This design comes from an exercise in tuning for small area on the open sky130 flow, not from production work. The RTL was checked by simulation tests, not by an equivalence proof against the original design. Power and IR drop assume default switching activity.

==> flow/design.v <==
`timescale 1ns / 1ps
module aomux #(parameter N = 32) (
    input  wire [N*32-1:0] d,
    input  wire [N-1:0]    s,
    output wire [31:0]     q
);
    localparam G = (N + 2) / 3;
    wire [G*3*32-1:0] dd = {{(G*3-N)*32{1'b0}}, d};
    wire [G*3-1:0]    ss = {{(G*3-N){1'b0}}, s};
    genvar b, k;
    generate
        for (b = 0; b < 32; b = b + 1) begin : g_bit
            wire [G-1:0] t;
            for (k = 0; k < G; k = k + 1) begin : g_grp
                if (3*k + 2 < N) begin : g3
                    ao3n u (.a1(dd[(3*k)*32+b]),   .a2(ss[3*k]),
                            .b1(dd[(3*k+1)*32+b]), .b2(ss[3*k+1]),
                            .c1(dd[(3*k+2)*32+b]), .c2(ss[3*k+2]), .y(t[k]));
                end else if (3*k + 1 < N) begin : g2
                    ao3n u (.a1(dd[(3*k)*32+b]),   .a2(ss[3*k]),
                            .b1(dd[(3*k+1)*32+b]), .b2(ss[3*k+1]),
                            .c1(dd[(3*k+1)*32+b]), .c2(ss[3*k+1]), .y(t[k]));
                end else begin : g1
                    assign t[k] = ~(dd[(3*k)*32+b] & ss[3*k]);
                end
            end
            assign q[b] = ~&t;
        end
    endgenerate
endmodule
module ao3n (
    input  wire a1, a2, b1, b2, c1, c2,
    output wire y
);
    assign y = ~((a1 & a2) | (b1 & b2) | (c1 & c2));
endmodule
module sqsum (
    input  wire [15:0] re,
    input  wire [15:0] im,
    output wire [30:0] x
);
    wire w1 = ~(~(re[15] & ~re[0]) ^ ~(re[1] & re[14]));
    wire w2 = ~(re[15] & ~re[0]) | ~(re[1] & re[14]);
    wire w3 = ~(~(re[0] & re[11]) ^ ~(re[1] & re[10]));
    wire w4 = ~(re[0] & re[11]) | ~(re[1] & re[10]);
    wire w5, w6;
    fadd u_w5 (.a(~(re[0] & re[13])), .b(~(re[1] & re[12])), .c(~(re[2] & re[11])), .s(w5), .co(w6));
    wire w7 = ~(~(re[3] & re[10]) ^ ~(re[4] & re[9]));
    wire w8 = ~(re[3] & re[10]) | ~(re[4] & re[9]);
    wire w9, w10;
    fadd u_w9 (.a(~(re[0] & re[14])), .b(~(re[1] & re[13])), .c(~(re[2] & re[12])), .s(w9), .co(w10));
    wire w11 = ~(~(re[3] & re[11]) ^ ~(re[4] & re[10]));
    wire w12 = ~(re[3] & re[11]) | ~(re[4] & re[10]);
    wire w13, w14;
    fadd u_w13 (.a(~(re[2] & re[13])), .b(~(re[3] & re[12])), .c(~(re[4] & re[11])), .s(w13), .co(w14));
    wire w15, w16;
    fadd u_w15 (.a(~(re[5] & re[10])), .b(~(re[6] & re[9])), .c(~(re[7] & re[8])), .s(w15), .co(w16));
    wire w17, w18;
    fadd u_w17 (.a(~re[8]), .b(~re[15]), .c(~(im[15] & ~im[0])), .s(w17), .co(w18));
    wire w19, w20;
    fadd u_w19 (.a(~(im[1] & im[14])), .b(~(im[2] & im[13])), .c(~(im[3] & im[12])), .s(w19), .co(w20));
    wire w21, w22;
    fadd u_w21 (.a(~(re[15] & ~re[1])), .b(~(re[2] & re[14])), .c(~(re[3] & re[13])), .s(w21), .co(w22));
    wire w23, w24;
    fadd u_w23 (.a(~(re[4] & re[12])), .b(~(re[5] & re[11])), .c(~(re[6] & re[10])), .s(w23), .co(w24));
    wire w25, w26;
    fadd u_w25 (.a(~(re[7] & re[9])), .b(~(im[15] & ~im[1])), .c(~(im[2] & im[14])), .s(w25), .co(w26));
    wire w27, w28;
    fadd u_w27 (.a(~(re[15] & ~re[2])), .b(~(re[3] & re[14])), .c(~(re[4] & re[13])), .s(w27), .co(w28));
    wire w29, w30;
    fadd u_w29 (.a(~(re[5] & re[12])), .b(~(re[6] & re[11])), .c(~(re[7] & re[10])), .s(w29), .co(w30));
    wire w31, w32;
    fadd u_w31 (.a(~(re[8] & re[9])), .b(~re[9]), .c(~(im[15] & ~im[2])), .s(w31), .co(w32));
    wire w33, w34;
    fadd u_w33 (.a(~(re[15] & ~re[3])), .b(~(re[4] & re[14])), .c(~(re[5] & re[13])), .s(w33), .co(w34));
    wire w35, w36;
    fadd u_w35 (.a(~(re[15] & ~re[4])), .b(~(re[5] & re[14])), .c(~(re[6] & re[13])), .s(w35), .co(w36));
    wire w37 = ~(~(re[0] & re[7]) ^ ~(re[1] & re[6]));
    wire w38 = ~(re[0] & re[7]) | ~(re[1] & re[6]);
    wire w39, w40;
    fadd u_w39 (.a(~(re[0] & re[9])), .b(~(re[1] & re[8])), .c(~(re[2] & re[7])), .s(w39), .co(w40));
    wire w41 = ~(~(re[3] & re[6]) ^ ~(re[4] & re[5]));
    wire w42 = ~(re[3] & re[6]) | ~(re[4] & re[5]);
    wire w43, w44;
    fadd u_w43 (.a(~(re[0] & re[10])), .b(~(re[1] & re[9])), .c(~(re[2] & re[8])), .s(w43), .co(w44));
    wire w45 = ~(~(re[3] & re[7]) ^ ~(re[4] & re[6]));
    wire w46 = ~(re[3] & re[7]) | ~(re[4] & re[6]);
    wire w47, w48;
    fadd u_w47 (.a(~(re[2] & re[9])), .b(~(re[3] & re[8])), .c(~(re[4] & re[7])), .s(w47), .co(w48));
    wire w49, w50;
    fadd u_w49 (.a(~(re[5] & re[6])), .b(~re[6]), .c(~(im[0] & im[11])), .s(w49), .co(w50));
    wire w51, w52;
    fadd u_w51 (.a(~(im[1] & im[10])), .b(~(im[2] & im[9])), .c(~(im[3] & im[8])), .s(w51), .co(w52));
    wire w53, w54;
    fadd u_w53 (.a(~(re[0] & re[12])), .b(~(re[1] & re[11])), .c(~(re[2] & re[10])), .s(w53), .co(w54));
    wire w55, w56;
    fadd u_w55 (.a(~(re[3] & re[9])), .b(~(re[4] & re[8])), .c(~(re[5] & re[7])), .s(w55), .co(w56));
    wire w57, w58;
    fadd u_w57 (.a(~(im[0] & im[12])), .b(~(im[1] & im[11])), .c(~(im[2] & im[10])), .s(w57), .co(w58));
    wire w59 = ~(~(im[3] & im[9]) ^ ~(im[4] & im[8]));
    wire w60 = ~(im[3] & im[9]) | ~(im[4] & im[8]);
    wire w61, w62;
    fadd u_w61 (.a(~(re[5] & re[8])), .b(~(re[6] & re[7])), .c(~re[7]), .s(w61), .co(w62));
    wire w63, w64;
    fadd u_w63 (.a(~(im[0] & im[13])), .b(~(im[1] & im[12])), .c(~(im[2] & im[11])), .s(w63), .co(w64));
    wire w65, w66;
    fadd u_w65 (.a(~(im[3] & im[10])), .b(~(im[4] & im[9])), .c(~(im[5] & im[8])), .s(w65), .co(w66));
    wire w67, w68;
    fadd u_w67 (.a(~(im[6] & im[7])), .b(~im[7]), .c(w5), .s(w67), .co(w68));
    wire w69, w70;
    fadd u_w69 (.a(~(re[5] & re[9])), .b(~(re[6] & re[8])), .c(~(im[0] & im[14])), .s(w69), .co(w70));
    wire w71, w72;
    fadd u_w71 (.a(~(im[1] & im[13])), .b(~(im[2] & im[12])), .c(~(im[3] & im[11])), .s(w71), .co(w72));
    wire w73, w74;
    fadd u_w73 (.a(~(im[4] & im[10])), .b(~(im[5] & im[9])), .c(~(im[6] & im[8])), .s(w73), .co(w74));
    wire w75, w76;
    fadd u_w75 (.a(w9), .b(w11), .c(w6), .s(w75), .co(w76));
    wire w77, w78;
    fadd u_w77 (.a(~(im[4] & im[11])), .b(~(im[5] & im[10])), .c(~(im[6] & im[9])), .s(w77), .co(w78));
    wire w79, w80;
    fadd u_w79 (.a(~(im[7] & im[8])), .b(~im[8]), .c(~im[15]), .s(w79), .co(w80));
    wire w81, w82;
    fadd u_w81 (.a(w1), .b(w13), .c(w15), .s(w81), .co(w82));
    wire w83, w84;
    fadd u_w83 (.a(w17), .b(w19), .c(w10), .s(w83), .co(w84));
    wire w85, w86;
    fadd u_w85 (.a(~(im[3] & im[13])), .b(~(im[4] & im[12])), .c(~(im[5] & im[11])), .s(w85), .co(w86));
    wire w87, w88;
    fadd u_w87 (.a(~(im[6] & im[10])), .b(~(im[7] & im[9])), .c(w2), .s(w87), .co(w88));
    wire w89, w90;
    fadd u_w89 (.a(w21), .b(w23), .c(w25), .s(w89), .co(w90));
    wire w91, w92;
    fadd u_w91 (.a(w14), .b(w16), .c(w18), .s(w91), .co(w92));
    wire w93, w94;
    fadd u_w93 (.a(~(im[3] & im[14])), .b(~(im[4] & im[13])), .c(~(im[5] & im[12])), .s(w93), .co(w94));
    wire w95, w96;
    fadd u_w95 (.a(~(im[6] & im[11])), .b(~(im[7] & im[10])), .c(~(im[8] & im[9])), .s(w95), .co(w96));
    wire w97, w98;
    fadd u_w97 (.a(~im[9]), .b(w27), .c(w29), .s(w97), .co(w98));
    wire w99, w100;
    fadd u_w99 (.a(w31), .b(w22), .c(w24), .s(w99), .co(w100));
    wire w101, w102;
    fadd u_w101 (.a(~(re[6] & re[12])), .b(~(re[7] & re[11])), .c(~(re[8] & re[10])), .s(w101), .co(w102));
    wire w103, w104;
    fadd u_w103 (.a(~(im[15] & ~im[3])), .b(~(im[4] & im[14])), .c(~(im[5] & im[13])), .s(w103), .co(w104));
    wire w105, w106;
    fadd u_w105 (.a(~(im[6] & im[12])), .b(~(im[7] & im[11])), .c(~(im[8] & im[10])), .s(w105), .co(w106));
    wire w107, w108;
    fadd u_w107 (.a(w33), .b(w28), .c(w30), .s(w107), .co(w108));
    wire w109, w110;
    fadd u_w109 (.a(~(re[7] & re[12])), .b(~(re[8] & re[11])), .c(~(re[9] & re[10])), .s(w109), .co(w110));
    wire w111, w112;
    fadd u_w111 (.a(~re[10]), .b(~(im[15] & ~im[4])), .c(~(im[5] & im[14])), .s(w111), .co(w112));
    wire w113, w114;
    fadd u_w113 (.a(~(im[6] & im[13])), .b(~(im[7] & im[12])), .c(~(im[8] & im[11])), .s(w113), .co(w114));
    wire w115, w116;
    fadd u_w115 (.a(~(im[9] & im[10])), .b(~im[10]), .c(w35), .s(w115), .co(w116));
    wire w117, w118;
    fadd u_w117 (.a(~(re[15] & ~re[5])), .b(~(re[6] & re[14])), .c(~(re[7] & re[13])), .s(w117), .co(w118));
    wire w119, w120;
    fadd u_w119 (.a(~(re[8] & re[12])), .b(~(re[9] & re[11])), .c(~(im[15] & ~im[5])), .s(w119), .co(w120));
    wire w121, w122;
    fadd u_w121 (.a(~(im[6] & im[14])), .b(~(im[7] & im[13])), .c(~(im[8] & im[12])), .s(w121), .co(w122));
    wire w123, w124;
    fadd u_w123 (.a(~(re[15] & ~re[6])), .b(~(re[7] & re[14])), .c(~(re[8] & re[13])), .s(w123), .co(w124));
    wire w125, w126;
    fadd u_w125 (.a(~(re[9] & re[12])), .b(~(re[10] & re[11])), .c(~re[11]), .s(w125), .co(w126));
    wire w127, w128;
    fadd u_w127 (.a(~(im[15] & ~im[6])), .b(~(im[7] & im[14])), .c(~(im[8] & im[13])), .s(w127), .co(w128));
    wire w129, w130;
    fadd u_w129 (.a(~(re[15] & ~re[7])), .b(~(re[8] & re[14])), .c(~(re[9] & re[13])), .s(w129), .co(w130));
    wire w131, w132;
    fadd u_w131 (.a(~(re[15] & ~re[8])), .b(~(re[9] & re[14])), .c(~(re[10] & re[13])), .s(w131), .co(w132));
    wire w133, w134;
    fadd u_w133 (.a(~(re[0] & re[5])), .b(~(re[1] & re[4])), .c(~(re[2] & re[3])), .s(w133), .co(w134));
    wire w135 = ~(~(re[0] & re[6]) ^ ~(re[1] & re[5]));
    wire w136 = ~(re[0] & re[6]) | ~(re[1] & re[5]);
    wire w137, w138;
    fadd u_w137 (.a(~(re[2] & re[5])), .b(~(re[3] & re[4])), .c(~re[4]), .s(w137), .co(w138));
    wire w139, w140;
    fadd u_w139 (.a(~(im[0] & im[7])), .b(~(im[1] & im[6])), .c(~(im[2] & im[5])), .s(w139), .co(w140));
    wire w141, w142;
    fadd u_w141 (.a(~(re[0] & re[8])), .b(~(re[1] & re[7])), .c(~(re[2] & re[6])), .s(w141), .co(w142));
    wire w143, w144;
    fadd u_w143 (.a(~(re[3] & re[5])), .b(~(im[0] & im[8])), .c(~(im[1] & im[7])), .s(w143), .co(w144));
    wire w145 = ~(~(im[2] & im[6]) ^ ~(im[3] & im[5]));
    wire w146 = ~(im[2] & im[6]) | ~(im[3] & im[5]);
    wire w147, w148;
    fadd u_w147 (.a(~re[5]), .b(~(im[0] & im[9])), .c(~(im[1] & im[8])), .s(w147), .co(w148));
    wire w149, w150;
    fadd u_w149 (.a(~(im[2] & im[7])), .b(~(im[3] & im[6])), .c(~(im[4] & im[5])), .s(w149), .co(w150));
    wire w151, w152;
    fadd u_w151 (.a(~im[5]), .b(w39), .c(w41), .s(w151), .co(w152));
    wire w153, w154;
    fadd u_w153 (.a(~(im[0] & im[10])), .b(~(im[1] & im[9])), .c(~(im[2] & im[8])), .s(w153), .co(w154));
    wire w155, w156;
    fadd u_w155 (.a(~(im[3] & im[7])), .b(~(im[4] & im[6])), .c(w43), .s(w155), .co(w156));
    wire w157, w158;
    fadd u_w157 (.a(w45), .b(w40), .c(w42), .s(w157), .co(w158));
    wire w159, w160;
    fadd u_w159 (.a(~(im[4] & im[7])), .b(~(im[5] & im[6])), .c(~im[6]), .s(w159), .co(w160));
    wire w161, w162;
    fadd u_w161 (.a(w3), .b(w47), .c(w49), .s(w161), .co(w162));
    wire w163, w164;
    fadd u_w163 (.a(w51), .b(w44), .c(w46), .s(w163), .co(w164));
    wire w165, w166;
    fadd u_w165 (.a(~(im[5] & im[7])), .b(w4), .c(w53), .s(w165), .co(w166));
    wire w167, w168;
    fadd u_w167 (.a(w55), .b(w57), .c(w59), .s(w167), .co(w168));
    wire w169, w170;
    fadd u_w169 (.a(w48), .b(w50), .c(w52), .s(w169), .co(w170));
    wire w171, w172;
    fadd u_w171 (.a(w7), .b(w61), .c(w63), .s(w171), .co(w172));
    wire w173, w174;
    fadd u_w173 (.a(w65), .b(w67), .c(w54), .s(w173), .co(w174));
    wire w175, w176;
    fadd u_w175 (.a(w56), .b(w58), .c(w60), .s(w175), .co(w176));
    wire w177, w178;
    fadd u_w177 (.a(w8), .b(w69), .c(w71), .s(w177), .co(w178));
    wire w179, w180;
    fadd u_w179 (.a(w73), .b(w75), .c(w62), .s(w179), .co(w180));
    wire w181, w182;
    fadd u_w181 (.a(w64), .b(w66), .c(w68), .s(w181), .co(w182));
    wire w183, w184;
    fadd u_w183 (.a(w12), .b(w77), .c(w79), .s(w183), .co(w184));
    wire w185, w186;
    fadd u_w185 (.a(w81), .b(w83), .c(w70), .s(w185), .co(w186));
    wire w187, w188;
    fadd u_w187 (.a(w72), .b(w74), .c(w76), .s(w187), .co(w188));
    wire w189, w190;
    fadd u_w189 (.a(w20), .b(w85), .c(w87), .s(w189), .co(w190));
    wire w191, w192;
    fadd u_w191 (.a(w89), .b(w91), .c(w78), .s(w191), .co(w192));
    wire w193, w194;
    fadd u_w193 (.a(w80), .b(w82), .c(w84), .s(w193), .co(w194));
    wire w195, w196;
    fadd u_w195 (.a(w26), .b(w93), .c(w95), .s(w195), .co(w196));
    wire w197, w198;
    fadd u_w197 (.a(w97), .b(w99), .c(w86), .s(w197), .co(w198));
    wire w199, w200;
    fadd u_w199 (.a(w88), .b(w90), .c(w92), .s(w199), .co(w200));
    wire w201, w202;
    fadd u_w201 (.a(w32), .b(w101), .c(w103), .s(w201), .co(w202));
    wire w203, w204;
    fadd u_w203 (.a(w105), .b(w107), .c(w94), .s(w203), .co(w204));
    wire w205, w206;
    fadd u_w205 (.a(w96), .b(w98), .c(w100), .s(w205), .co(w206));
    wire w207, w208;
    fadd u_w207 (.a(w34), .b(w109), .c(w111), .s(w207), .co(w208));
    wire w209, w210;
    fadd u_w209 (.a(w113), .b(w115), .c(w102), .s(w209), .co(w210));
    wire w211, w212;
    fadd u_w211 (.a(w104), .b(w106), .c(w108), .s(w211), .co(w212));
    wire w213, w214;
    fadd u_w213 (.a(~(im[9] & im[11])), .b(w36), .c(w117), .s(w213), .co(w214));
    wire w215, w216;
    fadd u_w215 (.a(w119), .b(w121), .c(w110), .s(w215), .co(w216));
    wire w217, w218;
    fadd u_w217 (.a(w112), .b(w114), .c(w116), .s(w217), .co(w218));
    wire w219, w220;
    fadd u_w219 (.a(~(im[9] & im[12])), .b(~(im[10] & im[11])), .c(~im[11]), .s(w219), .co(w220));
    wire w221, w222;
    fadd u_w221 (.a(w123), .b(w125), .c(w127), .s(w221), .co(w222));
    wire w223, w224;
    fadd u_w223 (.a(w118), .b(w120), .c(w122), .s(w223), .co(w224));
    wire w225, w226;
    fadd u_w225 (.a(~(re[10] & re[12])), .b(~(im[15] & ~im[7])), .c(~(im[8] & im[14])), .s(w225), .co(w226));
    wire w227, w228;
    fadd u_w227 (.a(~(im[9] & im[13])), .b(~(im[10] & im[12])), .c(w129), .s(w227), .co(w228));
    wire w229, w230;
    fadd u_w229 (.a(w124), .b(w126), .c(w128), .s(w229), .co(w230));
    wire w231, w232;
    fadd u_w231 (.a(~(re[11] & re[12])), .b(~re[12]), .c(~(im[15] & ~im[8])), .s(w231), .co(w232));
    wire w233, w234;
    fadd u_w233 (.a(~(im[9] & im[14])), .b(~(im[10] & im[13])), .c(~(im[11] & im[12])), .s(w233), .co(w234));
    wire w235, w236;
    fadd u_w235 (.a(~im[12]), .b(w131), .c(w130), .s(w235), .co(w236));
    wire w237, w238;
    fadd u_w237 (.a(~(re[15] & ~re[9])), .b(~(re[10] & re[14])), .c(~(re[11] & re[13])), .s(w237), .co(w238));
    wire w239, w240;
    fadd u_w239 (.a(~(im[15] & ~im[9])), .b(~(im[10] & im[14])), .c(~(im[11] & im[13])), .s(w239), .co(w240));
    wire w241, w242;
    fadd u_w241 (.a(~(re[15] & ~re[10])), .b(~(re[11] & re[14])), .c(~(re[12] & re[13])), .s(w241), .co(w242));
    wire w243, w244;
    fadd u_w243 (.a(~re[13]), .b(~(im[15] & ~im[10])), .c(~(im[11] & im[14])), .s(w243), .co(w244));
    wire w245, w246;
    fadd u_w245 (.a(~(re[0] & re[3])), .b(~(re[1] & re[2])), .c(~re[2]), .s(w245), .co(w246));
    wire w247 = ~(~(re[0] & re[4]) ^ ~(re[1] & re[3]));
    wire w248 = ~(re[0] & re[4]) | ~(re[1] & re[3]);
    wire w249, w250;
    fadd u_w249 (.a(~re[3]), .b(~(im[0] & im[5])), .c(~(im[1] & im[4])), .s(w249), .co(w250));
    wire w251 = ~(~(im[2] & im[3]) ^ ~im[3]);
    wire w252 = ~(im[2] & im[3]) | ~im[3];
    wire w253, w254;
    fadd u_w253 (.a(~(re[2] & re[4])), .b(~(im[0] & im[6])), .c(~(im[1] & im[5])), .s(w253), .co(w254));
    wire w255, w256;
    fadd u_w255 (.a(~(im[2] & im[4])), .b(w135), .c(w134), .s(w255), .co(w256));
    wire w257, w258;
    fadd u_w257 (.a(~(im[3] & im[4])), .b(~im[4]), .c(w37), .s(w257), .co(w258));
    wire w259, w260;
    fadd u_w259 (.a(w137), .b(w139), .c(w136), .s(w259), .co(w260));
    wire w261, w262;
    fadd u_w261 (.a(w38), .b(w141), .c(w143), .s(w261), .co(w262));
    wire w263, w264;
    fadd u_w263 (.a(w145), .b(w138), .c(w140), .s(w263), .co(w264));
    wire w265, w266;
    fadd u_w265 (.a(w147), .b(w149), .c(w151), .s(w265), .co(w266));
    wire w267, w268;
    fadd u_w267 (.a(w142), .b(w144), .c(w146), .s(w267), .co(w268));
    wire w269, w270;
    fadd u_w269 (.a(w153), .b(w155), .c(w157), .s(w269), .co(w270));
    wire w271, w272;
    fadd u_w271 (.a(w148), .b(w150), .c(w152), .s(w271), .co(w272));
    wire w273, w274;
    fadd u_w273 (.a(w159), .b(w161), .c(w163), .s(w273), .co(w274));
    wire w275, w276;
    fadd u_w275 (.a(w154), .b(w156), .c(w158), .s(w275), .co(w276));
    wire w277, w278;
    fadd u_w277 (.a(w165), .b(w167), .c(w169), .s(w277), .co(w278));
    wire w279, w280;
    fadd u_w279 (.a(w160), .b(w162), .c(w164), .s(w279), .co(w280));
    wire w281, w282;
    fadd u_w281 (.a(w171), .b(w173), .c(w175), .s(w281), .co(w282));
    wire w283, w284;
    fadd u_w283 (.a(w166), .b(w168), .c(w170), .s(w283), .co(w284));
    wire w285, w286;
    fadd u_w285 (.a(w177), .b(w179), .c(w181), .s(w285), .co(w286));
    wire w287, w288;
    fadd u_w287 (.a(w172), .b(w174), .c(w176), .s(w287), .co(w288));
    wire w289, w290;
    fadd u_w289 (.a(w183), .b(w185), .c(w187), .s(w289), .co(w290));
    wire w291, w292;
    fadd u_w291 (.a(w178), .b(w180), .c(w182), .s(w291), .co(w292));
    wire w293, w294;
    fadd u_w293 (.a(w189), .b(w191), .c(w193), .s(w293), .co(w294));
    wire w295, w296;
    fadd u_w295 (.a(w184), .b(w186), .c(w188), .s(w295), .co(w296));
    wire w297, w298;
    fadd u_w297 (.a(w195), .b(w197), .c(w199), .s(w297), .co(w298));
    wire w299, w300;
    fadd u_w299 (.a(w190), .b(w192), .c(w194), .s(w299), .co(w300));
    wire w301, w302;
    fadd u_w301 (.a(w201), .b(w203), .c(w205), .s(w301), .co(w302));
    wire w303, w304;
    fadd u_w303 (.a(w196), .b(w198), .c(w200), .s(w303), .co(w304));
    wire w305, w306;
    fadd u_w305 (.a(w207), .b(w209), .c(w211), .s(w305), .co(w306));
    wire w307, w308;
    fadd u_w307 (.a(w202), .b(w204), .c(w206), .s(w307), .co(w308));
    wire w309, w310;
    fadd u_w309 (.a(w213), .b(w215), .c(w217), .s(w309), .co(w310));
    wire w311, w312;
    fadd u_w311 (.a(w208), .b(w210), .c(w212), .s(w311), .co(w312));
    wire w313, w314;
    fadd u_w313 (.a(w219), .b(w221), .c(w223), .s(w313), .co(w314));
    wire w315, w316;
    fadd u_w315 (.a(w214), .b(w216), .c(w218), .s(w315), .co(w316));
    wire w317, w318;
    fadd u_w317 (.a(w225), .b(w227), .c(w229), .s(w317), .co(w318));
    wire w319, w320;
    fadd u_w319 (.a(w220), .b(w222), .c(w224), .s(w319), .co(w320));
    wire w321, w322;
    fadd u_w321 (.a(w231), .b(w233), .c(w235), .s(w321), .co(w322));
    wire w323, w324;
    fadd u_w323 (.a(w226), .b(w228), .c(w230), .s(w323), .co(w324));
    wire w325, w326;
    fadd u_w325 (.a(w132), .b(w237), .c(w239), .s(w325), .co(w326));
    wire w327, w328;
    fadd u_w327 (.a(w232), .b(w234), .c(w236), .s(w327), .co(w328));
    wire w329, w330;
    fadd u_w329 (.a(~(im[12] & im[13])), .b(~im[13]), .c(w241), .s(w329), .co(w330));
    wire w331, w332;
    fadd u_w331 (.a(w243), .b(w238), .c(w240), .s(w331), .co(w332));
    wire w333, w334;
    fadd u_w333 (.a(~(re[15] & ~re[11])), .b(~(re[12] & re[14])), .c(~(im[15] & ~im[11])), .s(w333), .co(w334));
    wire w335, w336;
    fadd u_w335 (.a(~(im[12] & im[14])), .b(w242), .c(w244), .s(w335), .co(w336));
    wire w337, w338;
    fadd u_w337 (.a(~(re[15] & ~re[12])), .b(~(re[13] & re[14])), .c(~re[14]), .s(w337), .co(w338));
    wire w339, w340;
    fadd u_w339 (.a(~(im[15] & ~im[12])), .b(~(im[13] & im[14])), .c(~im[14]), .s(w339), .co(w340));
    wire w341 = ~(~(re[0] & re[1]) ^ ~re[1]);
    wire w342 = ~(re[0] & re[1]) | ~re[1];
    wire w343 = ~(~(im[0] & im[3]) ^ ~(im[1] & im[2]));
    wire w344 = ~(im[0] & im[3]) | ~(im[1] & im[2]);
    wire w345, w346;
    fadd u_w345 (.a(~(im[0] & im[4])), .b(~(im[1] & im[3])), .c(w247), .s(w345), .co(w346));
    wire w347, w348;
    fadd u_w347 (.a(w133), .b(w249), .c(w251), .s(w347), .co(w348));
    wire w349, w350;
    fadd u_w349 (.a(w253), .b(w255), .c(w250), .s(w349), .co(w350));
    wire w351, w352;
    fadd u_w351 (.a(w257), .b(w259), .c(w254), .s(w351), .co(w352));
    wire w353, w354;
    fadd u_w353 (.a(w261), .b(w263), .c(w258), .s(w353), .co(w354));
    wire w355, w356;
    fadd u_w355 (.a(w265), .b(w267), .c(w262), .s(w355), .co(w356));
    wire w357, w358;
    fadd u_w357 (.a(w269), .b(w271), .c(w266), .s(w357), .co(w358));
    wire w359, w360;
    fadd u_w359 (.a(w273), .b(w275), .c(w270), .s(w359), .co(w360));
    wire w361, w362;
    fadd u_w361 (.a(w277), .b(w279), .c(w274), .s(w361), .co(w362));
    wire w363, w364;
    fadd u_w363 (.a(w281), .b(w283), .c(w278), .s(w363), .co(w364));
    wire w365, w366;
    fadd u_w365 (.a(w285), .b(w287), .c(w282), .s(w365), .co(w366));
    wire w367, w368;
    fadd u_w367 (.a(w289), .b(w291), .c(w286), .s(w367), .co(w368));
    wire w369, w370;
    fadd u_w369 (.a(w293), .b(w295), .c(w290), .s(w369), .co(w370));
    wire w371, w372;
    fadd u_w371 (.a(w297), .b(w299), .c(w294), .s(w371), .co(w372));
    wire w373, w374;
    fadd u_w373 (.a(w301), .b(w303), .c(w298), .s(w373), .co(w374));
    wire w375, w376;
    fadd u_w375 (.a(w305), .b(w307), .c(w302), .s(w375), .co(w376));
    wire w377, w378;
    fadd u_w377 (.a(w309), .b(w311), .c(w306), .s(w377), .co(w378));
    wire w379, w380;
    fadd u_w379 (.a(w313), .b(w315), .c(w310), .s(w379), .co(w380));
    wire w381, w382;
    fadd u_w381 (.a(w317), .b(w319), .c(w314), .s(w381), .co(w382));
    wire w383, w384;
    fadd u_w383 (.a(w321), .b(w323), .c(w318), .s(w383), .co(w384));
    wire w385, w386;
    fadd u_w385 (.a(w325), .b(w327), .c(w322), .s(w385), .co(w386));
    wire w387, w388;
    fadd u_w387 (.a(w329), .b(w331), .c(w326), .s(w387), .co(w388));
    wire w389, w390;
    fadd u_w389 (.a(w333), .b(w335), .c(w330), .s(w389), .co(w390));
    wire w391, w392;
    fadd u_w391 (.a(w337), .b(w339), .c(w334), .s(w391), .co(w392));
    wire w393, w394;
    fadd u_w393 (.a(~(re[15] & ~re[13])), .b(~(im[15] & ~im[13])), .c(w338), .s(w393), .co(w394));
    wire w395, w396;
    fadd u_w395 (.a(~(re[15] & ~re[14])), .b(~re[15]), .c(~(im[15] & ~im[14])), .s(w395), .co(w396));
    wire w397 = ~(~(im[0] & im[1]) ^ ~im[1]);
    wire w398 = ~(im[0] & im[1]) | ~im[1];
    wire w399, w400;
    fadd u_w399 (.a(~(re[0] & re[2])), .b(~(im[0] & im[2])), .c(w342), .s(w399), .co(w400));
    wire w401, w402;
    fadd u_w401 (.a(~im[2]), .b(w245), .c(w343), .s(w401), .co(w402));
    wire w403, w404;
    fadd u_w403 (.a(w246), .b(w345), .c(w344), .s(w403), .co(w404));
    wire w405, w406;
    fadd u_w405 (.a(w248), .b(w347), .c(w346), .s(w405), .co(w406));
    wire w407, w408;
    fadd u_w407 (.a(w252), .b(w349), .c(w348), .s(w407), .co(w408));
    wire w409, w410;
    fadd u_w409 (.a(w256), .b(w351), .c(w350), .s(w409), .co(w410));
    wire w411, w412;
    fadd u_w411 (.a(w260), .b(w353), .c(w352), .s(w411), .co(w412));
    wire w413, w414;
    fadd u_w413 (.a(w264), .b(w355), .c(w354), .s(w413), .co(w414));
    wire w415, w416;
    fadd u_w415 (.a(w268), .b(w357), .c(w356), .s(w415), .co(w416));
    wire w417, w418;
    fadd u_w417 (.a(w272), .b(w359), .c(w358), .s(w417), .co(w418));
    wire w419, w420;
    fadd u_w419 (.a(w276), .b(w361), .c(w360), .s(w419), .co(w420));
    wire w421, w422;
    fadd u_w421 (.a(w280), .b(w363), .c(w362), .s(w421), .co(w422));
    wire w423, w424;
    fadd u_w423 (.a(w284), .b(w365), .c(w364), .s(w423), .co(w424));
    wire w425, w426;
    fadd u_w425 (.a(w288), .b(w367), .c(w366), .s(w425), .co(w426));
    wire w427, w428;
    fadd u_w427 (.a(w292), .b(w369), .c(w368), .s(w427), .co(w428));
    wire w429, w430;
    fadd u_w429 (.a(w296), .b(w371), .c(w370), .s(w429), .co(w430));
    wire w431, w432;
    fadd u_w431 (.a(w300), .b(w373), .c(w372), .s(w431), .co(w432));
    wire w433, w434;
    fadd u_w433 (.a(w304), .b(w375), .c(w374), .s(w433), .co(w434));
    wire w435, w436;
    fadd u_w435 (.a(w308), .b(w377), .c(w376), .s(w435), .co(w436));
    wire w437, w438;
    fadd u_w437 (.a(w312), .b(w379), .c(w378), .s(w437), .co(w438));
    wire w439, w440;
    fadd u_w439 (.a(w316), .b(w381), .c(w380), .s(w439), .co(w440));
    wire w441, w442;
    fadd u_w441 (.a(w320), .b(w383), .c(w382), .s(w441), .co(w442));
    wire w443, w444;
    fadd u_w443 (.a(w324), .b(w385), .c(w384), .s(w443), .co(w444));
    wire w445, w446;
    fadd u_w445 (.a(w328), .b(w387), .c(w386), .s(w445), .co(w446));
    wire w447, w448;
    fadd u_w447 (.a(w332), .b(w389), .c(w388), .s(w447), .co(w448));
    wire w449, w450;
    fadd u_w449 (.a(w336), .b(w391), .c(w390), .s(w449), .co(w450));
    wire w451, w452;
    fadd u_w451 (.a(w340), .b(w393), .c(w392), .s(w451), .co(w452));
    wire w453, w454;
    fadd u_w453 (.a(~im[15]), .b(w395), .c(w394), .s(w453), .co(w454));
    wire [30:0] ra = {w453, w451, w449, w447, w445, w443, w441, w439, w437, w435, w433, w431, w429, w427, w425, w423, w421, w419, w417, w415, w413, w411, w409, w407, w405, w403, w401, w399, w341, 1'b1, ~re[0]};
    wire [30:0] rb = {w452, w450, w448, w446, w444, w442, w440, w438, w436, w434, w432, w430, w428, w426, w424, w422, w420, w418, w416, w414, w412, w410, w408, w406, w404, w402, w400, w398, w397, 1'b1, ~im[0]};
    assign x = ra + rb + 31'd1;
endmodule
module fadd (
    input  wire a, b, c,
    output wire s, co
);
    assign s  = a ^ b ^ c;
    assign co = (a & b) | (a & c) | (b & c);
endmodule
`timescale 1ns / 1ps
module pitch_correction(
    input wire clk,
    input wire reset,
    input wire [31:0] S_AXIS_DATA_0_tdata,
    input wire  S_AXIS_DATA_0_tlast,
    output wire S_AXIS_DATA_0_tready,
    input wire  S_AXIS_DATA_0_tvalid,
    output wire [31:0] m_axis_data_tdata,
    output wire        m_axis_data_tlast,
    input  wire        m_axis_data_tready,
    output wire        m_axis_data_tvalid,
    output wire [15:0] m_axis_config_tdata,
    input  wire m_axis_config_tready,
    output wire m_axis_config_tvalid,
    output wire [31:0] monitor_fft_out,
    output wire monitor_fft_vld,
    output wire [31:0] monitor_pitch_out,
    output wire monitor_pitch_vld,
    input wire pitch_enable
    );
    localparam LS = 3;               
    localparam S  = 1 << LS;
    localparam NT = 256 / S;         
    wire        in_v = S_AXIS_DATA_0_tvalid;
    wire [31:0] din  = S_AXIS_DATA_0_tdata;
    reg rst_d, cfg_v;
    always @(posedge clk) begin
        rst_d <= reset;
        cfg_v <= rst_d;
    end
    assign m_axis_config_tvalid = cfg_v;
    assign m_axis_config_tdata  = 16'h0001;
    assign m_axis_data_tlast    = 1'b0;
    assign monitor_fft_out      = din;
    assign monitor_fft_vld      = in_v;
    localparam FILLING = 2'd0, READY = 2'd1, EMPTYING = 2'd2;
    reg  [1:0] state;
    reg  [7:0] wp;        
    reg  [7:0] rp;        
    reg        ovld;
    wire       acc     = ovld & m_axis_data_tready;
    wire       lastacc = acc & (rp == 8'd255);
    always @(posedge clk) begin
        if (reset) begin
            state <= FILLING;
            wp    <= 8'd0;
            rp    <= 8'd0;
            ovld  <= 1'b0;
        end else begin
            if (in_v)
                wp <= wp + 8'd1;
            case (state)
                FILLING:  if (wp == 8'd255) state <= READY;
                READY:    if (acc) state <= EMPTYING;
                EMPTYING: if (lastacc) state <= FILLING;
                default:  state <= state;
            endcase
            if (state == READY)
                ovld <= 1'b1;
            else if (state == FILLING || lastacc)
                ovld <= 1'b0;
            if (acc)
                rp <= rp + 8'd1;
            else if (state == FILLING)
                rp <= 8'd0;
        end
    end
    wire        lower = ~wp[7];
    wire [30:0] xsq;
    sqsum u_sq (.re(din[15:0]), .im(din[31:16]), .x(xsq));
    reg  [30:0] nb;
    reg  [6:0]  peak;
    wire        first = (wp[6:0] == 7'd0);
    wire        gt    = first ? ~&xsq : (xsq < nb);
    wire        upd   = in_v & lower & gt;
    wire        cap_x = in_v & lower & (gt | (wp[6:0] == 7'd10) |
                                        (~first & (&nb) & (wp[6:0] == peak)));
    wire        cap_y = in_v & wp[7] & ((wp[6:0] == 7'd10) | (wp[6:0] == peak));
    always @(posedge clk) begin
        if (in_v & lower & (first | gt))
            nb <= xsq;
        if (reset)
            peak <= 7'd0;
        else if (upd)
            peak <= wp[6:0];
    end
    wire [31:0]   dconj = {(~din[31:16]) + 16'd1, din[15:0]};
    reg  [8191:0] ring;
    always @(posedge clk)
        ring <= {ring[8159:0], in_v ? dconj : ring[8191:8160]};
    wire [NT*32-1:0] taps;
    genvar g;
    generate
        for (g = 0; g < NT; g = g + 1) begin : g_tap
            assign taps[g*32 +: 32] = ring[g*S*32 +: 32];
        end
    endgenerate
    reg  [7:0]      stl;
    reg  [(S-1)*32-1:0] dl;
    wire [NT-1:0]   tsel = {{(NT-1){1'b0}}, 1'b1} << stl[7:LS];
    wire [31:0]     tap;
    aomux #(.N(NT)) u_tap (.d(taps), .s(tsel), .q(tap));
    always @(posedge clk) begin
        stl <= ovld ? stl + {7'd0, ~m_axis_data_tready} : 8'd0;
        dl  <= {dl[(S-2)*32-1:0], tap};
    end
    wire [S-1:0] ssel = {{(S-1){1'b0}}, 1'b1} << stl[LS-1:0];
    wire [31:0]  stream;
    aomux #(.N(S)) u_stream (.d({dl, tap}), .s(ssel), .q(stream));
    reg         cap_xd, cap_yd;
    reg  [31:0] cx, cy;
    wire        swp = (rp[6:0] == 7'd10) | (rp[6:0] == peak);
    always @(posedge clk) begin
        cap_xd <= cap_x;
        cap_yd <= cap_y;
        if (cap_xd | (acc & swp & ~rp[7]))
            cx <= stream;
        if (cap_yd | (acc & swp & rp[7]))
            cy <= stream;
    end
    wire [3:0]  osel = {~pitch_enable,
                        pitch_enable & swp & rp[7],
                        pitch_enable & swp & ~rp[7],
                        pitch_enable & ~swp};
    wire [31:0] rd;
    aomux #(.N(4)) u_out (.d({din, cy, cx, stream}), .s(osel), .q(rd));
    assign m_axis_data_tdata    = rd;
    assign m_axis_data_tvalid   = pitch_enable ? ovld : in_v;
    assign S_AXIS_DATA_0_tready = pitch_enable | m_axis_data_tready;
    assign monitor_pitch_out    = rd;
    assign monitor_pitch_vld    = ovld;
endmodule
==> flow/flow/run.sh <==
#!/bin/bash
# Own layout flow: the standard flow (standard.sh, standard synthesis
# included), with clock tree synthesis run without dummy loads and the port
# buffers made with the smallest buffer (repair_design still resizes them).
# Each tool's full output stays in orfs/logs/; make's output goes to
# flow_make.log.
set -euo pipefail
export CTS_ARGS="-sink_clustering_enable -repair_clock_nets -dont_use_dummy_load -buf_list sky130_fd_sc_hd__clkbuf_16 -root_buf sky130_fd_sc_hd__clkbuf_16 -sink_clustering_size 32 -sink_clustering_max_diameter 45"
export BUFFER_PORTS_ARGS="-buffer_cell sky130_fd_sc_hd__buf_1"
bash standard.sh finish > flow_make.log 2>&1
==> flow/standard.sh <==
#!/bin/bash
# synth_recipe.tcl (not shown) runs the flow's synth.tcl, then flattens the netlist and writes it again
# the make line also repeats each setting of config.mk as NAME=value (left out here)
make -C /OpenROAD-flow-scripts/flow DESIGN_CONFIG=/design/flow/config.mk WORK_HOME=/design/flow/orfs CLKGATE_MAP_FILE= SYNTH_SCRIPT=/design/flow/synth_recipe.tcl "${@:-finish}"
==> flow/config.mk <==
export PLATFORM = sky130hd
export DESIGN_NAME = pitch_correction
export DESIGN_NICKNAME = pitch_correction
export VERILOG_FILES = /design/flow/design.v
export SDC_FILE = /design/flow/constraint.sdc
export NUM_CORES = 8
export LEC_CHECK = 0
export CAP_MARGIN = 20
export CORE_MARGIN = 2
export CORE_UTILIZATION = 70
export SLEW_MARGIN = 20
export SYNTH_HIERARCHICAL = 1
==> flow/constraint.sdc <==
create_clock -name core_clock -period 15.0 [get_ports {clk}]
set_input_delay 3.0000 -clock core_clock [delete_from_list [all_inputs] [get_ports {clk}]]
set_output_delay 3.0000 -clock core_clock [all_outputs]
set_load 0.01 [all_outputs]
==> results of run 1 <==
## kinds of logic (layout without fill, tap and decap cells)
group	Yosys count	count (layout)	synth area share (%)
AO/OA/AOI/OAI	655	655	3.20
XOR/XNOR	63	63	0.292
adder cells (fa/ha/maj)	296	296	2.81
buffers and inverters	246	869	0.674
flip-flops	8549	8549	91.0
multiplexers	42	42	0.246
other	2	26	0.00397
AND/OR/NAND/NOR	677	677	1.74
## final timing paths
check	from	to	slack, ns
max	S_AXIS_DATA_0_tdata[4]	nb[14]	3.93
min	ring[183]	ring[215]	0.27
max reg2reg	stl[3]	cy[24]	10.44
min reg2reg	ring[183]	ring[215]	0.27
## layout make-up
type                    count  area, um2
fillers                 14500      60800
repair buffers            227       1200
well taps                3552       4440
diodes                      9       22.5
clock buffers             537      13400
multi-input cells        1750      16000
flip-flops and latches   8549     172000
inverters                 105        394
## sequential cells by signal, summed over array words and instances, names as in the netlist
| signal | count |
|---|---|
| peak | 7 |
| nb | 31 |
| cap_xd | 1 |
| ovld | 1 |
| rp | 8 |
| cfg_v | 1 |
| ring | 8192 |
| cx | 32 |
| rst_d | 1 |
| dl | 224 |
| cy | 32 |
| state | 2 |
| stl | 8 |
| wp | 8 |
| cap_yd | 1 |
## Yosys stat by module (local to each module, per instance), a selection
| module | copies in the design | flip-flops and latches | cells inside |
|---|---|---|---|
| pitch_correction | 1 | 8549 | 9088 |
| sqsum | 1 | 0 | 555 |
| fadd | 212 | 0 | 1 |
| ao3n | 480 | 0 | 1 |
## metal layers
layer / vias up / track usage [%] / share of wire (%)
li1: 35600 / - / -
met1: 38200 / 37.9 / 46
met2: 2078 / 40.2 / 45
met3: 568 / 3.89 / 5.7
met4: 2 / 7.48 / 2.7
met5: - / 0 / 0.0023
## through the flow
step	hold slack [ns]	setup WS, ns	power [mW]	utilization (%)
2_1_floorplan	0.310	3.73	27.2	-
3_3_place_gp	0.309	3.14	28.5	72.3
3_5_place_dp	0.312	3.07	28.6	72.3
4_1_cts	0.268	4.02	41.3	77.3
5_1_grt	0.272	3.51	42.7	77.3
6_report	0.268	3.93	41.2	77.4
## power by group through the flow
stage	logic (mW)	registers [mW]	clock network (mW)
detailed placement	4.69	23.9	0
global placement	4.65	23.9	0
global route	5.31	23.4	14.0
finish	4.77	23.4	13.0
floorplan	3.40	23.8	0
CTS	4.72	23.4	13.2
## critical path, cell delays in order
cell,delay (ns)
buf_1,0.45
inv_1,0.43
nand2_1,0.21
fa_1,0.43
fa_1,0.56
fa_1,0.45
fa_1,0.50
fa_1,0.58
fa_1,0.48
ha_1,0.44
and2_1,0.18
nand4_1,0.15
a211oi_1,0.26
o21ai_0,0.18
nand3_1,0.20
a31oi_1,0.13
xnor2_1,0.47
ha_1,0.34
nand4_1,0.15
nor4_1,0.10
a221oi_1,0.27
or4b_1,0.45
a31o_2,0.27
nor2b_1,0.17
nor2_4,0.70
## cell usage after synthesis (24+ instances only)
cell type	instances	area, um2
a21bo_1	30	300
a21oi_1	49	245
a222oi_1	480	4800
buf_4	82	616
clkbuf_1	52	195
dfxtp_1	8454	169000
edfxtp_1	95	2850
fa_1	213	4260
ha_1	83	1040
inv_1	104	390
mux2_2	31	349
nand2_1	265	995
nand2b_1	26	163
nand3_1	82	410
nand4_1	91	569
nor2_1	95	357
o21ai_0	28	140
or3_1	38	238
xnor2_1	39	342
xor2_1	24	210
==> flow_summary_export.csv, run 1 <==
group,metric,value,unit
routing,num_vias,76400,
sta,fmax,0.0903,GHz
setup_path,reg2reg_depth,8,
power_and_ir_drop,comb_power_share,11.6,%
sta,grt_setup_unrepaired,"no",
sta,slew_viol_final,0,
grt,grt_max_degree,49,
yosys,synth.avg_cell_area,18.0,um2
clock_tree,htree_levels,6,
placement,place_area,194000,um2
setup_path,critPathKind,"in2reg",
floorplanning,die_w,524,um
routing,first_pass_iters,9,
sta,slew_headroom,24.5,%
placement,hpwlAfterDp,195000,um
grt,grt_usage,25.7,%
routing,postRouteAntennaNets,0,
finish,drive_gt1_share,6.60,%
clock_tree,cts.sinks,8549,
clock_tree,clockBufferDepth,4,
power_and_ir_drop,irDropWorstVdd,0.394,mV
finish,final_common_cell,"dfxtp_1",
floorplanning,start_util,70.4,%
setup_path,arrival,11.59,ns
power_and_ir_drop,power_leakage,82.4,nW
clock_tree,cts_tree,"done",
sta,worst_slew_pin_slew,1.13,ns
placement,gp_congestion,0.849,
setup_path,end_kind,"flip-flop",
power_and_ir_drop,p_per_area,198,nW/um2
sta,finalCritPeriodShare,73.8,%
grt,grt_pass1_wl,516000,um
grt,antenna_found_initial,41,
sta,finalCriticalPeriod,11.07,ns
yosys,synth-edff-count,95,
clock_tree,cts_buffers,537,
sta,fin_skew,0.0919,ns
sta,hold_violations,0,
grt,grt_pass1_vias,79300,
floorplanning,num_io_pins,157,
finish,final_cell_mix,"dfxtp_1 (8454), clkbuf_16 (537), a222oi_1 (480)",
hold_path,worstHoldPathCells,0,
placement,dp.cells,14200,
yosys,synthFlopType,"dfxtp_1",
power_and_ir_drop,power_frac_clock,31.6,%
power_and_ir_drop,p_int,31.4,mW
finish,area_delta_synth_final,9.82,%
clock_tree,clkSlewWorstSetupHoldPaths,0.11,ns
yosys,synthArstFlopShare,0,%
setup_path,critPathLaunchType,"input port",
routing,wl_per_cell,23.9,um
run,drv_cap,0,
finish,fin_area,208000,um2
sta,setup_viol,0,
yosys,yosys_warnings,7,
clock_tree,clkLatencyLatePin,0.99,ns
floorplanning,die_y,524,um
clock_tree,post_cts_buffers,0,
routing,wirelength,353000,um
clock_tree,clockRootBuffer,"clkbuf_16",
finish,finalNetCount,11500,
routing,drtIter0Drc,7017,
yosys,netlist_area,189000,um2
floorplanning,coreArea,268000,um2
power_and_ir_drop,p_sw,9.78,mW
placement,port_buffers,137,
grt,gr-total-overflow,0,
floorplanning,fp.dieArea,274000,um2
clock_tree,hold_buffers,0,
yosys,synth.distinct_cells,72,
setup_path,worst-endpoint-required,15.52,ns
clock_tree,cts-resized-gates,0,
sta,tns,0,ns
routing,viasPerCell,5.19,
hold_path,hold_class,"reg2reg",
yosys,synth-seq-cells,8549,
power_and_ir_drop,switching_share,23.7,%
setup_path,crit_fanout,31,
power_and_ir_drop,power_frac_seq,56.8,%
yosys,yosysSeqAreaShare,91.0,%
yosys,syn_inst,10500,
routing,drc,0,
floorplanning,rows,190,
outcome,status,"no timing/DRC/antenna violations",
finish,final_cells,14700,
==> run 2, diff against run 1 <==
--- a/flow/flow/run.sh
+++ b/flow/flow/run.sh
@@ -6,5 +6,5 @@
 # flow_make.log.
 set -euo pipefail
-export CTS_ARGS="-sink_clustering_enable -repair_clock_nets -dont_use_dummy_load -buf_list sky130_fd_sc_hd__clkbuf_16 -root_buf sky130_fd_sc_hd__clkbuf_16 -sink_clustering_size 32 -sink_clustering_max_diameter 45"
+export CTS_ARGS="-sink_clustering_enable -repair_clock_nets -dont_use_dummy_load -buf_list sky130_fd_sc_hd__clkbuf_4 -root_buf sky130_fd_sc_hd__clkbuf_16 -sink_clustering_size 11 -sink_clustering_max_diameter 32"
 export BUFFER_PORTS_ARGS="-buffer_cell sky130_fd_sc_hd__buf_1"
 bash standard.sh finish > flow_make.log 2>&1
--- a/flow/config.mk
+++ b/flow/config.mk
@@ -9,4 +9,6 @@
 export CORE_MARGIN = 2
 export CORE_UTILIZATION = 70
+export GPL_ROUTABILITY_DRIVEN = 0
+export GPL_TIMING_DRIVEN = 0
 export SLEW_MARGIN = 20
 export SYNTH_HIERARCHICAL = 1
==> flow_summary_export.csv, run 2 <==
group,metric,value,unit
yosys,yosys.area.top_type,"dfxtp_1",
grt,grt_max_degree,34,
setup_path,r2r_slack,10.46,ns
finish,fin_area,204000,um2
power_and_ir_drop,power_leakage,81.2,nW
yosys,synth-seq-cells,8549,
sta,finalCritPeriodShare,73.9,%
setup_path,r2r-start,"stl[4]",
sta,finalCriticalPeriod,11.09,ns
clock_tree,clockRootBuffer,"clkbuf_16",
yosys,synth.distinct_cells,72,
yosys,yosys_warnings,7,
power_and_ir_drop,power_frac_seq,63.2,%
floorplanning,die_w,524,um
setup_path,reg2reg_depth,11,
finish,drive_gt1_share,10.6,%
sta,grt_setup_unrepaired,"no",
setup_path,end_kind,"flip-flop",
floorplanning,coreArea,268000,um2
yosys,yosysMostFrequentCell,"dfxtp_1",
clock_tree,clockBufferDepth,4,
sta,setup_viol,0,
clock_tree,clkLatencyLatePin,1.36,ns
sta,fmax,0.0902,GHz
grt,antenna_found_initial,28,
placement,port_buffers,136,
setup_path,critPathKind,"in2reg",
yosys,synth-edff-count,95,
floorplanning,num_io_pins,157,
yosys,yosysSeqAreaShare,91.0,%
routing,num_vias,78000,
yosys,synth.avg_cell_area,18.0,um2
setup_path,crit_end,"nb[23]",
sta,slew_viol_final,0,
routing,wl_per_cell,21.9,um
finish,largest_register_ffs,8192,
power_and_ir_drop,p_int,27.8,mW
yosys,synth_area_leaders,"dfxtp_1 (90%), a222oi_1 (2.5%), fa_1 (2.3%)",
power_and_ir_drop,power_frac_clock,24.0,%
finish,nFillCells,15800,
sta,worst_slew_pin_slew,1.21,ns
routing,viasPerCell,5.10,
finish,area_delta_synth_final,7.90,%
power_and_ir_drop,irDropWorstVdd,0.481,mV
floorplanning,die_y,524,um
grt,grt_pass1_wl,493000,um
setup_path,worstReg2RegEnd,"cy[17]",
routing,drc,0,
routing,drtIter0Drc,6219,
yosys,yosysTopAreaCellShare,89.5,%
yosys,yosys-top-cells-count,"dfxtp_1 (8454), a222oi_1 (480), nand2_1 (265)",
clock_tree,post_cts_buffers,0,
finish,final_common_cell,"dfxtp_1",
power_and_ir_drop,comb_power_share,12.9,%
clock_tree,cts-resized-gates,0,
hold_path,hold_class,"reg2reg",
outcome,status,"no timing/DRC/antenna violations",
routing,first_pass_iters,7,
yosys,syn_inst,10500,
clock_tree,cts.sinks,8549,
setup_path,critPathLaunchType,"input port",
sta,fin_skew,0.160,ns
finish,finalNetCount,12000,
power_and_ir_drop,switching_share,24.9,%
setup_path,worst-endpoint-required,15.90,ns
power_and_ir_drop,p_per_area,181,nW/um2
floorplanning,rows,190,
placement,place_area,197000,um2
placement,hpwlAfterDp,218000,um
yosys,netlist_area,189000,um2
finish,largest_register,"ring",
run,drv_cap,0,
routing,wirelength,335000,um
sta,hold_violations,0,
setup_path,arrival,11.98,ns
finish,final_cell_mix,"dfxtp_1 (8454), clkbuf_4 (879), a222oi_1 (480)",
clock_tree,hold_buffers,0,
floorplanning,fp.dieArea,274000,um2
clock_tree,cts_buffers,880,
floorplanning,start_util,70.4,%
setup_path,crit_start,"S_AXIS_DATA_0_tdata[29]",
grt,grt_pass1_vias,79800,
yosys,synthArstFlopShare,0,%
power_and_ir_drop,p_sw,9.22,mW
routing,postRouteAntennaNets,0,
grt,gr-total-overflow,0,
setup_path,crit_fanout,20,
grt,grt_usage,24.4,%
finish,top_regs,"ring: 8192 flops, dl: 224 flops",
clock_tree,htree_levels,6,
sta,holdWs,0.231,ns
clock_tree,cts_tree,"done",
sta,slew_headroom,19.6,%
yosys,synthFlopType,"dfxtp_1",
clock_tree,clkSlewWorstSetupHoldPaths,0.10,ns
run 2: final cells by class:
class,instances,area [um2],area share [%]
flip-flops and latches,8549,172000,84.4
repair buffers,285,3420,1.68
well taps,3552,4440,2.18
multi-input cells,1750,16000,7.87
diodes,27,67.6,0.0331
clock buffers,880,6620,3.25
inverters,105,394,0.193
plain buffers,141,883,0.433
run 2: stage by stage:
step,TNS [ns],cells,setup WS [ns],power (mW),utilization [%]
2_1_floorplan,0,10500,3.73,27.2,-
3_3_place_gp,-163.19,14200,-3.73,28.4,72.3
3_5_place_dp,0,14400,2.76,28.5,73.5
4_1_cts,0,15300,4.11,37.2,76.0
5_1_grt,0,15300,3.44,38.7,76.0
6_report,0,15300,3.91,37.0,76.0
run 2: critical path, stage by stage:
cell	delay, ns
buf_1	0.80
clkbuf_1	0.62
nand2_1	0.16
fa_1	0.53
fa_1	0.55
fa_1	0.44
fa_1	0.51
fa_1	0.58
fa_1	0.44
ha_1	0.39
and2_1	0.18
nand4_1	0.15
a211oi_1	0.23
o21ai_0	0.17
nand3_1	0.21
a31oi_1	0.14
xnor2_1	0.50
ha_1	0.36
nand4_1	0.16
nor4_1	0.11
a221oi_1	0.27
or4b_1	0.46
a31o_2	0.27
nor2b_1	0.16
nor2_4	0.34
buf_16	0.22
run 2: power groups by stage:
stage | Combinational, mW | Clock, mW | Sequential (mW)
finish | 4.76 | 8.87 | 23.4
global route | 5.31 | 10.0 | 23.4
CTS | 4.69 | 9.15 | 23.4
detailed placement | 4.65 | 0 | 23.9
global placement | 4.56 | 0 | 23.9
floorplan | 3.40 | 0 | 23.8
run 2: worst min path at each step:
stage	start	endpoint	slack (ns)	cells past startpoint
after global routing	ring[2422]	ring[2454]	0.21	0
after global placement	ring[5375]	ring[5407]	0.31	0
after CTS	ring[2422]	ring[2454]	0.19	0
after floorplan	rst_d	cfg_v	0.31	0
final	ring[2874]	ring[2906]	0.23	0
after detailed placement	ring[2536]	ring[2568]	0.31	0
run 2: modules after synthesis, one instance, submodules excluded, a selection:
module            flops+latches  area, um2  times used
pitch_correction           8549     176000           1
fadd                          0       20.0         212
ao3n                          0       10.0         480
sqsum                         0       2940           1
run 2: logic make-up (layout without fill, tap and decap cells):
kind of cell | count (synthesis) | after routing | synth area share (%)
DFF | 8549 | 8549 | 91.0
and+or+nand+nor | 677 | 677 | 1.74
AOI/OAI and AO/OA | 655 | 655 | 3.20
adders and majority gates | 296 | 296 | 2.81
buffers and inverters | 246 | 1411 | 0.674
xor gates and xnor gates | 63 | 63 | 0.292
muxes | 42 | 42 | 0.246
other | 2 | 44 | 0.00397
run 2: per-layer routing:
metal / share of wire (%) / GRT usage, % / routed length [um]
met5: 0.036 / 0 / 119
met4: 2.7 / 8.62 / 9200
met3: 6.0 / 5.06 / 20200
met2: 45 / 37.2 / 150000
met1: 47 / 35.3 / 156000
==> run 3, diff against run 2 <==
--- a/flow/config.mk
+++ b/flow/config.mk
@@ -9,6 +9,4 @@
 export CORE_MARGIN = 2
 export CORE_UTILIZATION = 70
-export GPL_ROUTABILITY_DRIVEN = 0
-export GPL_TIMING_DRIVEN = 0
 export SLEW_MARGIN = 20
 export SYNTH_HIERARCHICAL = 1
==> flow_summary_export.csv, run 3 <==
group,metric,value,unit
clock_tree,cts_buffers,886,
hold_path,hold_class,"reg2reg",
yosys,yosysSeqAreaShare,91.0,%
clock_tree,post_cts_buffers,0,
yosys,syn_inst,10500,
grt,grt_pass1_wl,489000,um
power_and_ir_drop,comb_power_share,12.9,%
setup_path,arrival,11.62,ns
power_and_ir_drop,power_frac_clock,24.0,%
clock_tree,cts.sinks,8549,
floorplanning,die_w,524,um
power_and_ir_drop,p_sw,9.24,mW
grt,top_usage_layer,"met1",
routing,drtIter0Drc,6782,
sta,slew_headroom,27.3,%
finish,final_common_cell,"dfxtp_1",
sta,finalCriticalPeriod,10.80,ns
finish,largest_register_ffs,8192,
finish,final_cell_mix,"dfxtp_1 (8454), clkbuf_4 (885), a222oi_1 (480)",
yosys,synth.avg_cell_area,18.0,um2
clock_tree,clkLatencyLatePin,1.31,ns
setup_path,cpPeakStageDelay,0.71,ns
sta,setup_viol,0,
clock_tree,clkSlewWorstSetupHoldPaths,0.10,ns
yosys,synth.distinct_cells,72,
grt,met2_usage,36.0,%
grt,use_met1,36.5,%
placement,gp_congestion,0.849,
yosys,netlist_area,189000,um2
finish,largest_register,"ring",
yosys,yosysTopAreaCellShare,89.5,%
sta,tns,0,ns
grt,grt_max_degree,49,
setup_path,crit_fanout,31,
setup_path,crit_buf_inv,2,
setup_path,worst-endpoint-required,15.82,ns
yosys,synth_area_leaders,"dfxtp_1 (90%), a222oi_1 (2.5%), fa_1 (2.3%)",
setup_path,path_delay_family,"adder cells",
yosys,yosys-top-cells-count,"dfxtp_1 (8454), a222oi_1 (480), nand2_1 (265)",
grt,grt_usage,24.2,%
clock_tree,cts-resized-gates,0,
grt,grt_pass1_vias,78800,
floorplanning,num_io_pins,157,
power_and_ir_drop,power_leakage,79.9,nW
sta,finalCritPeriodShare,72.0,%
placement,hpwlAfterDp,195000,um
sta,fin_skew,0.174,ns
finish,final_cells,15100,
yosys,synthArstFlopShare,0,%
floorplanning,start_util,70.4,%
finish,finalNetCount,11900,
routing,num_vias,77000,
sta,fmax,0.0926,GHz
finish,area_delta_synth_final,6.23,%
setup_path,crit_top_cell,"fa_1",
floorplanning,rows,190,
power_and_ir_drop,power_frac_seq,63.2,%
setup_path,critPathKind,"in2reg",
placement,port_buffers,137,
clock_tree,clockRootBuffer,"clkbuf_16",
outcome,status,"no timing/DRC/antenna violations",
placement,dp.cells,14200,
setup_path,critPathLaunchType,"input port",
power_and_ir_drop,irDropWorstVdd,0.399,mV
power_and_ir_drop,p_int,27.8,mW
setup_path,r2r_slack,10.28,ns
grt,antenna_found_initial,38,
setup_path,slowest_stage,"nor2_4",
floorplanning,fp.dieArea,274000,um2
routing,viasPerCell,5.11,
yosys,synthFlopType,"dfxtp_1",
routing,postRouteAntennaNets,0,
yosys,synth-seq-cells,8549,
power_and_ir_drop,p_per_area,184,nW/um2
yosys,yosys_warnings,7,
finish,fin_area,201000,um2
routing,wl_per_cell,22.0,um
clock_tree,cts_tree,"done",
yosys,synth-edff-count,95,
finish,top_regs,"ring: 8192 flops, dl: 224 flops",
grt,gr-total-overflow,0,
sta,slew_viol_final,0,
routing,first_pass_iters,10,
yosys,yosysMostFrequentCell,"dfxtp_1",
clock_tree,hold_buffers,0,
placement,place_area,194000,um2
routing,drc,0,
sta,worst_slew_pin_slew,1.09,ns
power_and_ir_drop,switching_share,25.0,%
finish,drive_gt1_share,9.43,%
grt,gr-usage-met3,4.57,%
routing,wirelength,331000,um
sta,grt_setup_unrepaired,"no",
finish,fin_util,74.8,%
yosys,yosys.area.top_type,"dfxtp_1",
clock_tree,clockBufferDepth,4,
clock_tree,htree_levels,6,
floorplanning,die_y,524,um
run,drv_cap,0,
setup_path,end_kind,"flip-flop",
floorplanning,coreArea,268000,um2
sta,hold_violations,0,
run 3: cell counts after synthesis:
No cell type changed its count.
run 3: cell type report:
class,instances,area [um2]
fill,16000,67600
inverter,105,394
clock buffer,886,6670
antenna,2,5.00
timing repair buffer,227,1200
sequential,8549,172000
tap,3552,4440
multi-input combinational,1750,16000
run 3: modules after synthesis (local to each module, per instance), excerpt:
module	copies in the design	area (um2)	cells	flops+latches
pitch_correction	1	176000	9088	8549
sqsum	1	2940	555	0
fadd	212	20.0	1	0
ao3n	480	10.0	1	0
run 3: logic make-up after synthesis:
kind of cell / Yosys count / share of synthesized area (%)
AO/OA/AOI/OAI: 655 / 3.20
XOR/XNOR: 63 / 0.292
adder cells (fa/ha/maj): 296 / 2.81
buffers and inverters: 246 / 0.674
flip-flops: 8549 / 91.0
multiplexers: 42 / 0.246
other: 2 / 0.00397
AND/OR/NAND/NOR: 677 / 1.74
run 3: through the flow:
stage	hold slack [ns]	power (mW)	setup WS, ns
2_1_floorplan	0.310	27.2	3.73
3_3_place_gp	0.309	28.5	3.14
3_5_place_dp	0.312	28.6	3.07
4_1_cts	0.187	37.2	4.41
5_1_grt	0.193	38.8	3.86
6_report	0.198	37.0	4.20
run 3: worst register-to-register path, delay by kind of cell (launching register included):
kind,cells,cell delay (ns)
simple gates,5,2.45
compound gates,2,1.12
flops,1,0.48
buf+inv,1,0.33
run 3: power by group through the flow:
stage / logic, mW / registers (mW) / clock network, mW
final: 4.76 / 23.4 / 8.87
after global routing: 5.31 / 23.4 / 10.0
after CTS: 4.72 / 23.4 / 9.15
after detailed placement: 4.69 / 23.9 / 0
after global placement: 4.65 / 23.9 / 0
after floorplan: 3.40 / 23.8 / 0
run 3: final timing paths:
check	start	cells after the start	to
worst max-delay path	S_AXIS_DATA_0_tdata[4]	25	nb[11]
worst min-delay path	ring[439]	0	ring[471]
worst max register to register	stl[3]	8	cy[3]
worst min register to register	ring[439]	0	ring[471]
run 3: metal layers:
| metal | part of all wire [%] | routed length (um) |
|---|---|---|
| met1 | 48 | 158000 |
| met5 | 0.012 | 41 |
| met2 | 43 | 144000 |
| met3 | 6.4 | 21300 |
| met4 | 2.5 | 8160 |
==> run 4, diff against run 3 <==
--- a/flow/config.mk
+++ b/flow/config.mk
@@ -8,5 +8,5 @@
 export CAP_MARGIN = 20
 export CORE_MARGIN = 2
-export CORE_UTILIZATION = 70
+export CORE_UTILIZATION = 74
 export SLEW_MARGIN = 20
 export SYNTH_HIERARCHICAL = 1
==> flow_summary_export.csv, run 4 <==
group,metric,value,unit
routing,num_vias,77000,
setup_path,cpPeakStageDelay,0.67,ns
floorplanning,die_y,509,um
outcome,status,"no timing/DRC/antenna violations",
sta,slew_viol_final,0,
grt,grt_max_degree,65,
finish,top_regs,"ring: 8192 flops, dl: 224 flops",
run,drv_cap,0,
grt,met2_usage,38.5,%
hold_path,whs_endpoint,"ring[1629]",
clock_tree,clkSlewWorstSetupHoldPaths,0.11,ns
sta,tns,0,ns
clock_tree,post_cts_buffers,0,
clock_tree,htree_levels,6,
hold_path,hold_class,"reg2reg",
yosys,netlist_area,189000,um2
finish,nFillCells,13400,
routing,wl_per_cell,22.1,um
grt,use_met1,37.1,%
routing,first_pass_iters,10,
yosys,synth-edff-count,95,
sta,setup_viol,0,
finish,final_cell_mix,"dfxtp_1 (8454), clkbuf_4 (877), a222oi_1 (480)",
floorplanning,num_io_pins,157,
clock_tree,clockBufferDepth,4,
routing,drc,0,
routing,viasPerCell,5.17,
finish,drive_gt1_share,9.29,%
yosys,yosys-top-cells-count,"dfxtp_1 (8454), a222oi_1 (480), nand2_1 (265)",
grt,grt_pass1_wl,486000,um
yosys,yosys_warnings,7,
sta,worst_slew_pin_slew,1.29,ns
setup_path,critPathLaunchType,"input port",
yosys,synthFlopType,"dfxtp_1",
yosys,synthArstFlopShare,0,%
yosys,syn_inst,10500,
routing,postRouteAntennaNets,0,
finish,final_common_cell,"dfxtp_1",
finish,final_cells,14900,
sta,slew_headroom,14.0,%
finish,area_delta_synth_final,6.09,%
floorplanning,rows,185,
setup_path,arrival,11.40,ns
setup_path,r2r_slack,10.28,ns
routing,wirelength,329000,um
sta,hold_violations,0,
power_and_ir_drop,power_leakage,79.8,nW
clock_tree,clockRootBuffer,"clkbuf_16",
placement,dp.cells,14000,
grt,antenna_found_initial,30,
grt,top_usage_layer,"met2",
setup_path,worst-endpoint-required,15.80,ns
yosys,synth.avg_cell_area,18.0,um2
clock_tree,cts_tree,"done",
setup_path,end_kind,"flip-flop",
hold_path,hp-start,"ring[1597]",
yosys,yosysSeqAreaShare,91.0,%
power_and_ir_drop,p_per_area,184,nW/um2
clock_tree,hold_buffers,0,
floorplanning,die_w,509,um
routing,drtIter0Drc,6730,
setup_path,slowest_stage,"fa_1",
grt,grt_pass1_vias,79100,
sta,finalCritPeriodShare,70.7,%
placement,gp_congestion,0.872,
yosys,synth.distinct_cells,72,
placement,port_buffers,137,
clock_tree,cts_buffers,877,
finish,largest_register,"ring",
yosys,synth_area_leaders,"dfxtp_1 (90%), a222oi_1 (2.5%), fa_1 (2.3%)",
hold_path,worstHoldPathCells,0,
clock_tree,cts.sinks,8549,
floorplanning,coreArea,254000,um2
yosys,yosysTopAreaCellShare,89.5,%
floorplanning,fp.dieArea,260000,um2
clock_tree,clkLatencyLatePin,1.33,ns
placement,hpwlAfterDp,198000,um
floorplanning,start_util,74.4,%
setup_path,critPathKind,"in2reg",
grt,gr-total-overflow,0,
setup_path,r2r-start,"stl[4]",
yosys,yosys.area.top_type,"dfxtp_1",
sta,grt_setup_unrepaired,"no",
grt,gr-usage-met3,4.74,%
setup_path,crit_top_cell,"fa_1",
yosys,synth-seq-cells,8549,
setup_path,reg2reg_depth,8,
sta,finalCriticalPeriod,10.61,ns
sta,fin_skew,0.161,ns
finish,largest_register_ffs,8192,
yosys,yosysMostFrequentCell,"dfxtp_1",
power_and_ir_drop,irDropWorstVdd,0.360,mV
grt,grt_usage,25.4,%
clock_tree,cts-resized-gates,0,
sta,fmax,0.0943,GHz
setup_path,worstReg2RegEnd,"cx[22]",
finish,finalNetCount,11800,
setup_path,crit_fanout,31,
[run 4: cell counts after synthesis]
Identical to the previous run, type by type.
[run 4: worst max-delay path, delay by kind of cell]
family / cells / cell delay (ns)
buffers and inverters: 2 / 0.97
xor gates and xnor gates: 1 / 0.31
and+or+nand+nor: 8 / 1.50
AOI/OAI and AO/OA: 6 / 1.58
adders and majority gates: 8 / 4.01
[run 4: worst max path at each step]
stage                                  from  depth (start not counted)  slack, ns     end
detailed placement   S_AXIS_DATA_0_tdata[3]                         27       3.33  nb[25]
CTS                  S_AXIS_DATA_0_tdata[3]                         27       4.60  nb[28]
finish              S_AXIS_DATA_0_tdata[15]                         25       4.39  nb[27]
global placement    S_AXIS_DATA_0_tdata[15]                         25       3.42  nb[27]
global route        S_AXIS_DATA_0_tdata[15]                         25       4.12  nb[27]
floorplan            S_AXIS_DATA_0_tdata[2]                         24       3.73   nb[0]
[run 4: metal layers]
layer  vias to the layer above  part of all wire [%]
li1                      36500                     -
met1                     37700                    47
met2                      2227                    45
met3                       563                   5.7
met4                        10                   2.9
met5                         -                 0.023
[run 4: Yosys stat by module (local to each module, per instance), excerpt]
module | cells | flops+latches | area (um2)
pitch_correction | 9088 | 8549 | 176000
sqsum | 555 | 0 | 2940
fadd | 1 | 0 | 20.0
ao3n | 1 | 0 | 10.0
[run 4: metrics by stage]
stage                     cell area (um2)  utilization [%]  setup slack (ns)  total power [mW]  hold slack [ns]
final                              201000             78.9              4.39              36.9            0.216
after global placement             194000             76.3              3.42              28.5            0.309
after floorplan                    189000                -              3.73              27.2            0.310
after CTS                          200000             78.9              4.60              37.2            0.179
after detailed placement           194000             76.3              3.33              28.5            0.312
after global routing               200000             78.9              4.12              38.6            0.168
[run 4: final cells by class]
cell class | instances | area (um2) | share of cell area [%]
Antenna cell | 21 | 52.6 | 0.0262
Clock buffer | 877 | 6600 | 3.29
Inverter | 105 | 394 | 0.197
Multi-Input combinational cell | 1750 | 16000 | 7.98
Sequential cell | 8549 | 172000 | 85.8
Tap cell | 3366 | 4210 | 2.10
Timing Repair Buffer | 221 | 1180 | 0.589
[run 4: report_power, final]
| part | internal [mW] | switching, mW | total (mW) |
|---|---|---|---|
| registers | 23.2 | 0.130 | 23.4 |
| logic | 1.81 | 2.89 | 4.70 |
| clock network | 2.69 | 6.17 | 8.87 |
[run 4: cells by family after synthesis]
group                      Yosys count  share of synthesized area [%]
AOI/OAI and AO/OA                  655                           3.20
xor gates and xnor gates            63                          0.292
adders and majority gates          296                           2.81
buffers and inverters              246                          0.674
DFF                               8549                           91.0
muxes                               42                          0.246
other                                2                        0.00397
and+or+nand+nor                    677                           1.74

Check on run 4: ideal ports give 4.392 ns setup slack; a clkbuf_16 on the clock port and buf_2 on the inputs give 4.463 ns; moving port delays by the midpoint clock arrival (1.332 ns) as well gives 3.131 ns.
